What follows belongs to an exercise in optimizing a design on an open flow for small area and a short achievable clock period; a production flow would make more cautious choices.
Function was checked by simulation only, so behaviour that the tests miss may differ from the original.
Power and IR drop assume default switching activity.

==> flow/design.v (excerpt) <==
module  LDL_rr_pri_v1
#(parameter
    BIN_WIDTH  =  5
   ,COS_WIDTH  =  3
   ,USER_WIDTH =  8
   ,REQ_WIDTH  = (1 << BIN_WIDTH)
)(
     input                          clk
   , input                          rst
   , input       [REQ_WIDTH -1:0]   req
   , input       [REQ_WIDTH*COS_WIDTH -1:0]  icos   
   , input       [REQ_WIDTH*USER_WIDTH -1:0]  iuser
   , input                          ready
   ,output       [REQ_WIDTH -1:0]   ack
   ,output reg   [BIN_WIDTH -1:0]   bin
   ,output reg                      valid
   ,output reg   [USER_WIDTH -1:0]  ouser
   ,output reg   [ COS_WIDTH -1:0]  ocos
);
reg  [COS_WIDTH -1:0]  max_cos;
reg  [REQ_WIDTH -1:0]  run;
always @* begin
    run = req;
    for (int b=COS_WIDTH-1; b>=0; b--) begin
        max_cos[b] = 1'b0;
        for (int i=0; i<REQ_WIDTH; i++)
            max_cos[b] = max_cos[b] | (run[i] & icos[i*COS_WIDTH + b]);
        for (int i=0; i<REQ_WIDTH; i++)
            run[i] = run[i] & (icos[i*COS_WIDTH + b] | ~max_cos[b]);
    end
end
wire [REQ_WIDTH -1:0]  cand = run & ~{1'b0, ack[REQ_WIDTH-2:0]};
reg  [REQ_WIDTH -1:0]  upper;
always @* begin
    for (int i=0; i<REQ_WIDTH; i++)
        upper[i] = (i > bin) || (bin == REQ_WIDTH-1);
end
wire [REQ_WIDTH -1:0]  cu = cand & upper;
  ...
clock: 60.0 ns
lec_check: 0
cap_margin: 20
core_area: 2 2 108 108
die_area: 0 0 110 110
slew_margin: 20
standard.sh (not shown) runs the stock make flow with config.mk's settings and CLKGATE_MAP_FILE= SYNTH_SCRIPT=/design/flow/synth_recipe.tcl, a recipe that flattens the netlist after the stock synthesis.
==> flow/flow/run.sh <==
#!/bin/bash
# Layout flow: the standard ORFS flow (standard.sh) with three changes:
#  - synthesis maps the logic with flow/area.abc (an area-oriented ABC script) instead of
#    ORFS's abc script; everything else in synthesis is the standard flow's own script, unchanged;
#  - the port buffers are the smallest plain buffer (buf_1);
#  - extra make settings from flow/knobs.txt, one NAME=value per line.
set -euo pipefail
W=$PWD
# The standard flow's synthesis script as standard.sh names it
ORIG=$(grep -o 'SYNTH_SCRIPT=[^ ]*' standard.sh | head -1 | cut -d= -f2- | tr -d "'")
cat > "$W/my_synth.tcl" <<EOT
proc abc {args} {
  set i [lsearch -exact \$args -script]
  if {\$i >= 0} { lset args [expr {\$i + 1}] {$W/flow/area.abc} }
  yosys abc {*}\$args
}
source {$ORIG}
EOT
KNOBS=()
if [[ -f flow/knobs.txt ]]; then
  while IFS= read -r l; do [[ -n "$l" ]] && KNOBS+=("$l"); done < flow/knobs.txt
fi
bash standard.sh "SYNTH_SCRIPT=$W/my_synth.tcl" \
  "BUFFER_PORTS_ARGS=-buffer_cell sky130_fd_sc_hd__buf_1" "${KNOBS[@]}" finish > standard.log 2>&1
==> flow/flow/area.abc <==
strash
dc2
dch -f
amap
topo
buffer -c
upsize -c
dnsize -c
The first run did not get past I/O pin placement on PPL-0024.
Change:
Settings changed: CORE_AREA 2 2 108 108 to 5 5 185 185, DIE_AREA 0 0 110 110 to 0 0 190 190.
With this change the flow finished clean.
Synthesized area does not change.
Synthesized cell count stays the same.
Change:
==> flow/flow/knobs.txt (new file) <==
PLACE_PINS_ARGS=-min_distance 1 -min_distance_in_tracks
Settings changed: CORE_AREA 5 5 185 185 to 2 2 108 108, DIE_AREA 0 0 190 190 to 0 0 110 110.
Synthesized area does not change; sequential share of layout area went up by 0.45 points; non-clock buffer count went down by 5; routed wire length falls by 35%; clock power drops by 40%; clock skew hardly moves; worst hold slack loses 0.0054 ns.

========
the previous run:
LDL_rr_pri_v1, a different RTL version from the one above (not shown whole).
Size in the first run: ~1600 cells after synthesis, about 17 flip-flops, roughly 440 I/O pins, ~0.0071 mm² of cells after synthesis.
Settings: LEC_CHECK=0, ABC_AREA=1, CAP_MARGIN=20, CORE_AREA=5 5 185 185, DIE_AREA=0 0 190 190, SLEW_MARGIN=20; clock period 60.0 ns.
run.sh (not shown) runs the stock make flow with config.mk's settings and CLKGATE_MAP_FILE= SYNTH_SCRIPT=/design/flow/synth_recipe.tcl, a recipe that flattens the netlist after the stock synthesis.
Stock flow here: none of the scripts above is used.
Input changes introduced in the current run (baseline for comparison: the previous run):
==> flow/flow/run.sh (new file) <==
#!/bin/bash
# Standard ORFS layout, but the port buffers use the smallest plain buffer.
set -euo pipefail
bash standard.sh "BUFFER_PORTS_ARGS=-buffer_cell sky130_fd_sc_hd__buf_1" finish > standard.log 2>&1
==> flow/standard.sh (new file) <==
#!/bin/bash
# synth_recipe.tcl (not shown) runs the flow's synth.tcl, then flattens the netlist and writes it again
# the make line also repeats each setting of config.mk as NAME=value (left out here)
make -C /OpenROAD-flow-scripts/flow DESIGN_CONFIG=/design/flow/config.mk WORK_HOME=/design/flow/orfs CLKGATE_MAP_FILE= SYNTH_SCRIPT=/design/flow/synth_recipe.tcl "${@:-finish}"
removed: flow/run.sh
## What came out
The current run against the previous run: total length of routed wires moved down, met1 usage has decreased, share of layout cells above drive strength 1 climbed 0.25 points. Changes observed in the current run relative to the previous run: non-clock buffer count has increased; ratio of routed vias to standard cells has increased; proportion of power drawn by flip-flops and latches has increased. The current run: global-route wire length before repair lower than the previous run. The current run -> the previous run: clock transition at the registers of the reported paths flat. Lower total stage count of the critical path goes to the current run over the previous run.

========
Setup of build 14:
Another version of the RTL of LDL_rr_pri_v1 (not shown whole).
For scale: roughly 17 flip-flops, roughly 4800 um2 of cells after synthesis.
Settings: LEC_CHECK=0, CAP_MARGIN=20, CORE_AREA=2 2 148 148, DIE_AREA=0 0 150 150, SLEW_MARGIN=60, SYNTH_HIERARCHICAL=1; clock period 60.0 ns.
standard.sh (not shown) runs the stock make flow with config.mk's settings and CLKGATE_MAP_FILE= SYNTH_SCRIPT=/design/flow/synth_recipe.tcl, a recipe that flattens the netlist after the stock synthesis.
==> flow/flow/run.sh <==
#!/bin/bash
# Layout flow: the standard ORFS flow (standard.sh) with these changes:
#  - synthesis maps the logic with ABC scripts of our own: the modules named in
#    flow/fast_modules.txt with flow/fast.abc, then everything else with
#    flow/area.abc; the rest of synthesis is the standard flow's own script, unchanged;
#  - the port buffers are the smallest plain buffer (buf_1);
#  - extra make settings from flow/knobs.txt, one NAME=value per line.
set -euo pipefail
W=$PWD
# The standard flow's synthesis script as standard.sh names it
ORIG=$(grep -o 'SYNTH_SCRIPT=[^ ]*' standard.sh | head -1 | cut -d= -f2- | tr -d "'")
FAST=""
if [[ -f flow/fast_modules.txt ]]; then FAST=$(tr '\n' ' ' < flow/fast_modules.txt); fi
cat > "$W/my_synth.tcl" <<EOT
proc abc {args} {
  set i [lsearch -exact \$args -script]
  set fast \$args
  set area \$args
  if {\$i >= 0} {
    lset fast [expr {\$i + 1}] {$W/flow/fast.abc}
    lset area [expr {\$i + 1}] {$W/flow/area.abc}
  }
  foreach m {$FAST} { yosys abc {*}\$fast \$m }
  yosys abc {*}\$area
}
source {$ORIG}
EOT
KNOBS=()
if [[ -f flow/knobs.txt ]]; then
  while IFS= read -r l; do [[ -n "$l" ]] && KNOBS+=("$l"); done < flow/knobs.txt
fi
bash standard.sh "SYNTH_SCRIPT=$W/my_synth.tcl" \
  "BUFFER_PORTS_ARGS=-buffer_cell sky130_fd_sc_hd__buf_1" "${KNOBS[@]}" finish > standard.log 2>&1
==> flow/flow/area.abc <==
strash
dc2
&get -n
&st
&dch -f
&nf -R 100
&put
topo
buffer -c
upsize -c
dnsize -c
==> flow/flow/fast.abc <==
strash
dch
map -B 0.9
topo
stime -c
buffer -c
upsize -c
dnsize -c
==> flow/flow/fast_modules.txt <==
LDL_rr_first32
Build 14: no failed stages, no open violations at the end
What build 47 does differently from build 14 at the input level:
Settings: changing SLEW_MARGIN from 60 to 70.
--- a/flow/flow/area.abc
+++ b/flow/flow/area.abc
@@ -4,5 +4,5 @@
 &st
 &dch -f
-&nf -R 100
+&nf -R 50
 &put
 topo
==> run notes <==
Build 47 ends up with a area share of and/or/nand/nor cells after synthesis that is 0.68 points higher than in build 14.
Compared with build 14, build 47 shows footprint of the multi-input gates that has gone up by a few percent.
On combined area of all synthesized cells, the lower figure sits with build 14, not build 47.
Number of antenna repair diodes is lower on build 47
NOTE total detailed-routing wirelength build 14->build 47 increased by a few percent
Build 47 gives more growth of design area from synthesis to finish than build 14 did.
Re average routed wire per standard cell: build 14 was lower than build 47.

==> re-timing with driven ports <==
In the flow no input, the clock included, has a driving cell. The finished layouts below were timed again as built, in two steps. Step 1, drivers: a clkbuf_16 drives clk and a buf_2 each remaining input, both assumed. Step 2 adds t to the input delays and takes it off the output delays; t is the mean of the earliest and latest rising clock arrival at the registers after step 1. Input paths then give back, and output paths get back, about the clock's delay inside the block. a / b / c = ideal ports / drivers / drivers and shift; a / b = the first two.
run | shift t [ns] | setup WS [ns] | latest minus earliest clock arrival (ns)
the second run of note 1 | 0.275 | 36.771 / 36.770 / 36.496 | 0.009 / 0.009
the third run of note 1 | 0.267 | 38.353 / 38.344 / 38.077 | 0.006 / 0.006
the previous run | 0.281 | 41.048 / 41.044 / 40.763 | 0.004 / 0.004
the current run | 0.282 | 41.554 / 41.547 / 41.264 | 0.001 / 0.001
build 14 | 0.292 | 39.773 / 39.781 / 39.489 | 0.013 / 0.014
build 47 | 0.291 | 39.822 / 39.824 / 39.533 | 0.010 / 0.010
After both steps every run listed still meets setup and hold. For the current run, which loses most, drivers alone change the setup slack by -0.007 ns; drivers and shift together by -0.290 ns.
